Context: an optimization exercise on an open-source flow, tuned for small area, a short achievable clock period and few clock cycles. The choices shown serve that exercise and are no tape-out recipe. In this exercise RTL edits were held to simulation tests only and were not proved equivalent to the original. Power figures rest on the tool's default switching activity, not on a simulated workload.

==> design.v <==
module Sudoku(
    input             clk,
    input             rst,
    output reg        ROM_rd,
    output reg  [6:0] ROM_A,
    input       [7:0] ROM_Q,
    output reg        RAM_ceb,
    output reg        RAM_web,
    output reg  [7:0] RAM_D,
    output reg  [6:0] RAM_A,
    input       [7:0] RAM_Q,
    output reg        done
);
localparam IDLE      = 3'd0,
		   READ_ROM  = 3'd1,
		   SOLVE     = 3'd2,
		   WRITE_RAM = 3'd3,
		   DONE_S    = 3'd4;
reg [2:0] state, next_state;
reg [7:0] grid  [0:80]; 
reg       fixed [0:80]; 
reg [3:0] cand  [0:80]; 
reg [6:0] addr_counter;   
reg [6:0] pos;            
localparam S_FIND      = 3'd0,  
           S_TRY       = 3'd1,  
		   S_CHECK     = 3'd2,  
		   S_BACK_CLR  = 3'd3,  
		   S_BACK_SKIP = 3'd4;  
reg [2:0] solve_state;
integer i;
function automatic is_valid;
	input [6:0] idx;
	input [3:0] val;
	integer r, c;
	integer k;
	begin
		is_valid = 1'b1;
		r = idx / 9;
		c = idx % 9;
		for (k = 0; k < 81; k = k + 1) begin
			if (((k / 9) == r || (k % 9) == c ||
			     ((k / 27) == (r / 3) && ((k % 9) / 3) == (c / 3))) &&
			    grid[k] == {4'b0, val})
				is_valid = 1'b0;
		end
	end
endfunction
always @(posedge clk or posedge rst) begin
	if (rst) begin
		state <= IDLE;
	end else begin
		state <= next_state;
	end
end
always @(*) begin
	case (state)
		IDLE:      next_state = READ_ROM;
		READ_ROM:  next_state = (addr_counter == 7'd80) ? SOLVE : READ_ROM;
		SOLVE:     next_state = (pos == 7'd81) ? WRITE_RAM : SOLVE;
		WRITE_RAM: next_state = (addr_counter == 7'd80) ? DONE_S : WRITE_RAM;
		DONE_S:    next_state = DONE_S;
		default:   next_state = IDLE;
	endcase
end
always @(posedge clk or posedge rst) begin
	if (rst) begin
		addr_counter <= 7'd0;
		done         <= 1'b0;
		pos          <= 7'd0;
		solve_state  <= S_FIND;
		for (i = 0; i < 81; i = i + 1) begin
			grid[i]  <= 8'd0;
			fixed[i] <= 1'b0;
			cand[i]  <= 4'd0;
		end
	end else begin
		case (state)
			IDLE: begin
				addr_counter <= 7'd0;
				done         <= 1'b0;
				pos         <= 7'd0;
				solve_state <= S_FIND;
				for (i = 0; i < 81; i = i + 1) begin
					cand[i] <= 4'd0;
				end
			end
			READ_ROM: begin
				grid[addr_counter]  <= ROM_Q;
				fixed[addr_counter] <= (ROM_Q != 8'd0);
				addr_counter <= (addr_counter == 7'd80) ? 7'd0 : (addr_counter + 7'd1);
				if (addr_counter == 7'd80) begin
					pos         <= 7'd0;
					solve_state <= S_FIND;
					for (i = 0; i < 81; i = i + 1) begin
						cand[i] <= 4'd0;
					end
				end
			end
			SOLVE: begin
				case (solve_state)
					S_FIND: begin
						if (pos == 7'd81) begin
							solve_state <= S_FIND;
						end else if (fixed[pos]) begin
							pos <= pos + 7'd1;
						end else begin
							grid[pos] <= 8'd0;
							cand[pos] <= 4'd1;
							solve_state <= S_TRY;
						end
					end
					S_TRY: begin
						if (cand[pos] > 4'd9) begin
							solve_state <= S_BACK_CLR;
						end else begin
							solve_state <= S_CHECK;
						end
					end
					S_CHECK: begin
						if (is_valid(pos, cand[pos])) begin
							grid[pos] <= {4'b0, cand[pos]};  
							pos <= pos + 7'd1;
							solve_state <= S_FIND;
						end else begin
							cand[pos] <= cand[pos] + 4'd1;
							solve_state <= S_TRY;
						end
					end
					S_BACK_CLR: begin
						grid[pos] <= 8'd0;
						cand[pos] <= 4'd0;
						if (pos == 7'd0) begin
							pos <= 7'd0;
							solve_state <= S_FIND;
						end else begin
							pos <= pos - 7'd1;
							solve_state <= S_BACK_SKIP;
						end
					end
					S_BACK_SKIP: begin
						if (fixed[pos]) begin
							if (pos == 7'd0) begin
								solve_state <= S_FIND;
							end else begin
								pos <= pos - 7'd1;
							end
						end else begin
							grid[pos] <= 8'd0;
							cand[pos] <= cand[pos] + 4'd1;
							solve_state <= S_TRY;
						end
					end
					default: begin
						solve_state <= S_FIND;
					end
				endcase
			end
			WRITE_RAM: begin
				addr_counter <= (addr_counter == 7'd80) ? 7'd0 : (addr_counter + 7'd1);
			end
			DONE_S: begin
				done <= 1'b1;
			end
		endcase
	end
end
always @(*) begin
	ROM_rd  = 1'b0;
	ROM_A   = 7'd0;
	RAM_ceb = 1'b0;
	RAM_web = 1'b1;  
	RAM_A   = 7'd0;
	RAM_D   = 8'd0;
	case (state)
		READ_ROM: begin
			ROM_rd = 1'b1;
			ROM_A  = addr_counter;
		end
		WRITE_RAM: begin
			RAM_ceb = 1'b1;
			RAM_web = 1'b0;         
			RAM_A   = addr_counter;
			RAM_D   = grid[addr_counter];
		end
		default: begin
		end
	endcase
end
endmodule
==> run.sh <==
#!/bin/bash
# synth_recipe.tcl (not shown) runs the flow's synth.tcl, then flattens the netlist and writes it again
# the make line also repeats each setting of config.mk as NAME=value (left out here)
make -C /OpenROAD-flow-scripts/flow DESIGN_CONFIG=/design/flow/config.mk WORK_HOME=/design/flow/orfs CLKGATE_MAP_FILE= SYNTH_SCRIPT=/design/flow/synth_recipe.tcl finish
==> config.mk <==
export PLATFORM = sky130hd
export DESIGN_NAME = Sudoku
export DESIGN_NICKNAME = Sudoku
export VERILOG_FILES = /design/flow/design.v
export SDC_FILE = /design/flow/constraint.sdc
export NUM_CORES = 4
export LEC_CHECK = 0
export CAP_MARGIN = 40
export CORE_MARGIN = 2
export CORE_UTILIZATION = 35
export SLEW_MARGIN = 30
==> constraint.sdc <==
create_clock -name core_clock -period 15.0 [get_ports {clk}]
set_input_delay 3.0000 -clock core_clock [delete_from_list [all_inputs] [get_ports {clk}]]
set_output_delay 3.0000 -clock core_clock [all_outputs]
set_load 0.01 [all_outputs]
==> impl_results.md <==
* Status: no timing/DRC/antenna violations
* GR Layer Usage met3 at 10.15%
* Final Skew at around 0.045 ns
* Port Buffer Count at 35
* Max-Slew Margin vs Limit at between 20% and 30%
* Post-CTS setup buffers at 0
* Final net count at around 5800
* Synth Flop Type: dfrtp_1
* Minimum clock period at about 14 ns
* Power per cell area at ~95 nW/µm²
* Cell count after placement at a little under 8000
* Netlist cell types at between 100 and 150
* Antenna-violating nets left at 0
* Crit-path slowest cell: or4_4
* Crit-path most repeated cell: ha_1
* Initial core utilization at a little over a third
* Post-synth EDFFs at 0
* Gate power share at under 10%
* Switching power share of the total at approximately a quarter
* Top Usage Layer GRT: met2
* Sequential share of the synthesized area at a little under half
* Vias in the first global route at 51370
* Most common cell after layout, fill and taps aside: dfrtp_1
* Final std cells w/o fill at slightly above 8000
* Largest net degree at the start of global routing at 160
* Average vias per placed instance at roughly 6.8
* Hpwl dp at between 200000 and 250000 µm
* Endpoint class of the critical path: register
* Via count at ~55000
* Final Hold Vio Count at 0
* Delay-heaviest family, CP: compound AO/OA/AOI/OAI gates
* Min-Delay Path Class: register to register
* Total grt overflow at 0
* LEAKAGE at between 0.02 and 0.03 µW
* Clock transition at path regs at ~0.060 ns
* Unrepaired setup endpoints after global routing: no
* CTS buffer count at about 130
* GRT Util Overall at 37.77%
* Core area at 167400 µm²
* Post-Syn Instances at 5586
* DRT iter0 DRCs at between 8000 and 9000
* Max-Cap Viols at 0
* Met1 Usage GRT at slightly below 50%
* Int Pwr at around 4900 µW
* Fill cells at approximately 16000
* Total Die Area at around 170000 µm²
* Net Sw Power at 1636 µW
* Seq pwr share at between 40% and 50%
* Initial antenna violation count at 27
* Fraction of registers with async set/reset at 100.0%
* Clock Tree Root: clkbuf_16
* Worst EP arrival at roughly 15 ns
* Slew @ Worst Pin at about 1.0 ns
* DRC at 0
* Routed wire length at ~330000 µm
* CTS tree: built
* Clk Latency, worst-skew pair at between 0.8 and 0.9 ns
* Post-Syn Area per Cell at approximately 11 µm²
* Netlist Area Pre-Place at 59070 µm²
* GR Util met2 at a little over half
* Syn nets at between 5000 and 6000
* TritonRoute pass-1 iters at 6
* Wire length per cell at 41.33 µm
* Period utilisation layout at roughly 94%
* Number of synthesis warnings at 4
* TritonCTS sink count at 1074
* H-Tree Depth at 4
* Multi-input logic area at about 31000 µm²
* Final-report max-slew violation count at 0
* Die Y at between 400 and 500 µm
* Global-route wire length before repair at 451700 µm
* Row Count at 150
* Area growth, synth to finish at 17.16%
* Reg area at 26880 µm²
* Kind of critical path: register to register
* Clock buffer depth at 3
* CP startpoint kind: register
* Total chip power at approximately 6600 µW
* GPL Wtd Cong at 1.079
* Yosys reg bits at 1074
* Most frequent cells in the layout: 1074 x dfrtp_1, 361 x a22oi_1, 353 x nor2_1
* Share of layout cells above drive strength 1 at between 10% and 20%
* CP max stage delay at ~0.69 ns
* Buf+Inv Stages, Crit Path at 7
* DIE WIDTH at 414.8 µm
* Final setup fails at 0
* Req. time, crit path at roughly 16 ns
* Top Ports at between 40 and 50
* Clock network fraction of total power at around half
* Max Fclk at between 70 and 80 MHz
* Worst vdd ir at between 0.0001 and 0.00015 V
* CP Max Fanout at 52
[power groups by stage]
stage | logic, µW | registers (µW) | clock network (µW)
final | 226 | 3050 | 3300
after global routing | 244 | 3050 | 3440
after CTS | 225 | 3040 | 3330
after detailed placement | 224 | 3090 | 0
after global placement | 214 | 3090 | 0
after floorplan | 141 | 3050 | 0
[what timing repair did]
action	4_1_cts	5_1_grt
hold buffers	0	0
resized for setup	0	6
setup endpoints to repair	0	636
hold endpoints to repair	0	0
[cells in the mapped netlist (10+ instances only)]
cell,instances,share of area (%)
o21ai_2,82,1.2
buf_1,28,0.18
ha_1,27,0.57
or4_1,13,0.17
a221oi_1,76,1.1
and2_1,16,0.17
and3_1,15,0.16
xor2_1,92,1.4
buf_4,42,0.53
inv_1,78,0.50
xnor2_1,253,3.8
mux2_1,321,6.1
a222oi_1,10,0.17
nand4_1,113,1.2
o31ai_1,11,0.14
a211oi_1,11,0.14
buf_2,55,0.47
a2bb2oi_1,43,0.64
nand2_1,249,1.6
nor4_1,210,2.2
o211ai_1,17,0.22
a22o_1,79,1.2
nor2_2,15,0.16
o21ai_1,12,0.10
nand2b_1,39,0.41
a21oi_1,136,1.2
or3_1,11,0.12
clkbuf_1,268,1.7
o2bb2ai_1,324,4.8
mux2i_1,14,0.24
nand2b_4,71,1.7
nor2_1,378,2.4
o22ai_1,90,0.95
dfrtp_1,1074,45
nor3_1,200,1.7
a22oi_1,362,4.6
o21ai_0,62,0.53
a31oi_1,107,1.1
o22a_1,285,4.2
nand3_1,55,0.47
[final timing paths]
path | from | endpoint | slack [ns] | depth (start not counted)
max in group asynchronous | rst | grid[8][0] | 9.91 | 7
worst max register to register | pos[3] | cand[8][2] | 0.86 | 55
min in group asynchronous | rst | addr_counter[3] | 2.61 | 3
worst min register to register | cand[0][2] | cand[0][2] | 0.48 | 1
worst max-delay path | pos[3] | cand[8][2] | 0.86 | 55
worst min-delay path | cand[0][2] | cand[0][2] | 0.48 | 1
[per-layer routing]
| layer | up-vias | routed length (µm) |
|---|---|---|
| li1 | 22050 | - |
| met1 | 28560 | 130600 |
| met2 | 3544 | 140200 |
| met3 | 913 | 33300 |
| met4 | 10 | 30080 |
| met5 | - | 62 |
[registers in the layout, indices dropped and copies added, names as in the netlist]
register	flops
grid	648
done	1
addr_counter	7
pos	7
solve_state	3
state	3
fixed	81
cand	324
[metrics by stage]
stage | setup WS (ns) | hold WS (ns) | utilization (%) | cell area, µm² | TNS [ns]
after floorplan | -2.813 | 0.4551 | - | 59080 | -3021.50
after global placement | 0.6793 | 0.4642 | 38.07 | 63730 | 0
after detailed placement | 0.8727 | 0.4727 | 38.55 | 64540 | 0
after CTS | 0.7205 | 0.4864 | 41.15 | 68900 | 0
after global routing | 0.1262 | 0.5005 | 41.31 | 69160 | 0
final | 0.8591 | 0.4828 | 41.34 | 69210 | 0
[cells by family (layout without fill, tap and decap cells)]
family                   Yosys count  count (layout)  share of synthesized area [%]
XOR/XNOR                         349             349                          5.225
AND/OR/NAND/NOR                 1454            1454                          13.43
flip-flops                      1074            1074                          45.49
other                              0              22                              0
AO/OA/AOI/OAI                   1844            1844                          24.87
adder cells (fa/ha/maj)           27              27                         0.5719
multiplexers                     345             345                          6.560
buffers and inverters            493             768                          3.851
[layout make-up]
class / count / area share (%)
Multi-Input combinational cell: 4019 / 44.48
Sequential cell: 1074 / 38.83
Timing Repair Buffer: 453 / 5.848
Clock buffer: 197 / 5.460
Tap cell: 2204 / 3.984
Clock inverter: 35 / 0.8424
Inverter: 83 / 0.4700
Antenna cell: 22 / 0.07954
Testbench counts, summed over its fixed seeds: cycles 4,613,424.

## port drivers added, routing unchanged
The flow's constraints put no driver on any port. The routed layout listed below was extracted and timed again, unchanged, in two steps.
Step 1 assumes that a clkbuf_16 drives the clock port and a buf_2 every other input.
Step 2, shift: input delay + t, output delay - t, t = (earliest + latest rising clock arrival at the registers) / 2. This alone moves slack from input paths to output paths.
Slacks: ideal / step 1 / step 2; pairs: ideal / step 1.
t, ns: 0.885
setup WS [ns]: 0.859 / 0.859 / 0.859
worst hold slack (ns): 0.483 / 0.483 / 0.483
pins driven straight from the clock port: 1
After both steps this run still meets setup and hold. The setup slack of this run moves by 0.000 ns with the drivers and by 0.000 ns with both steps.
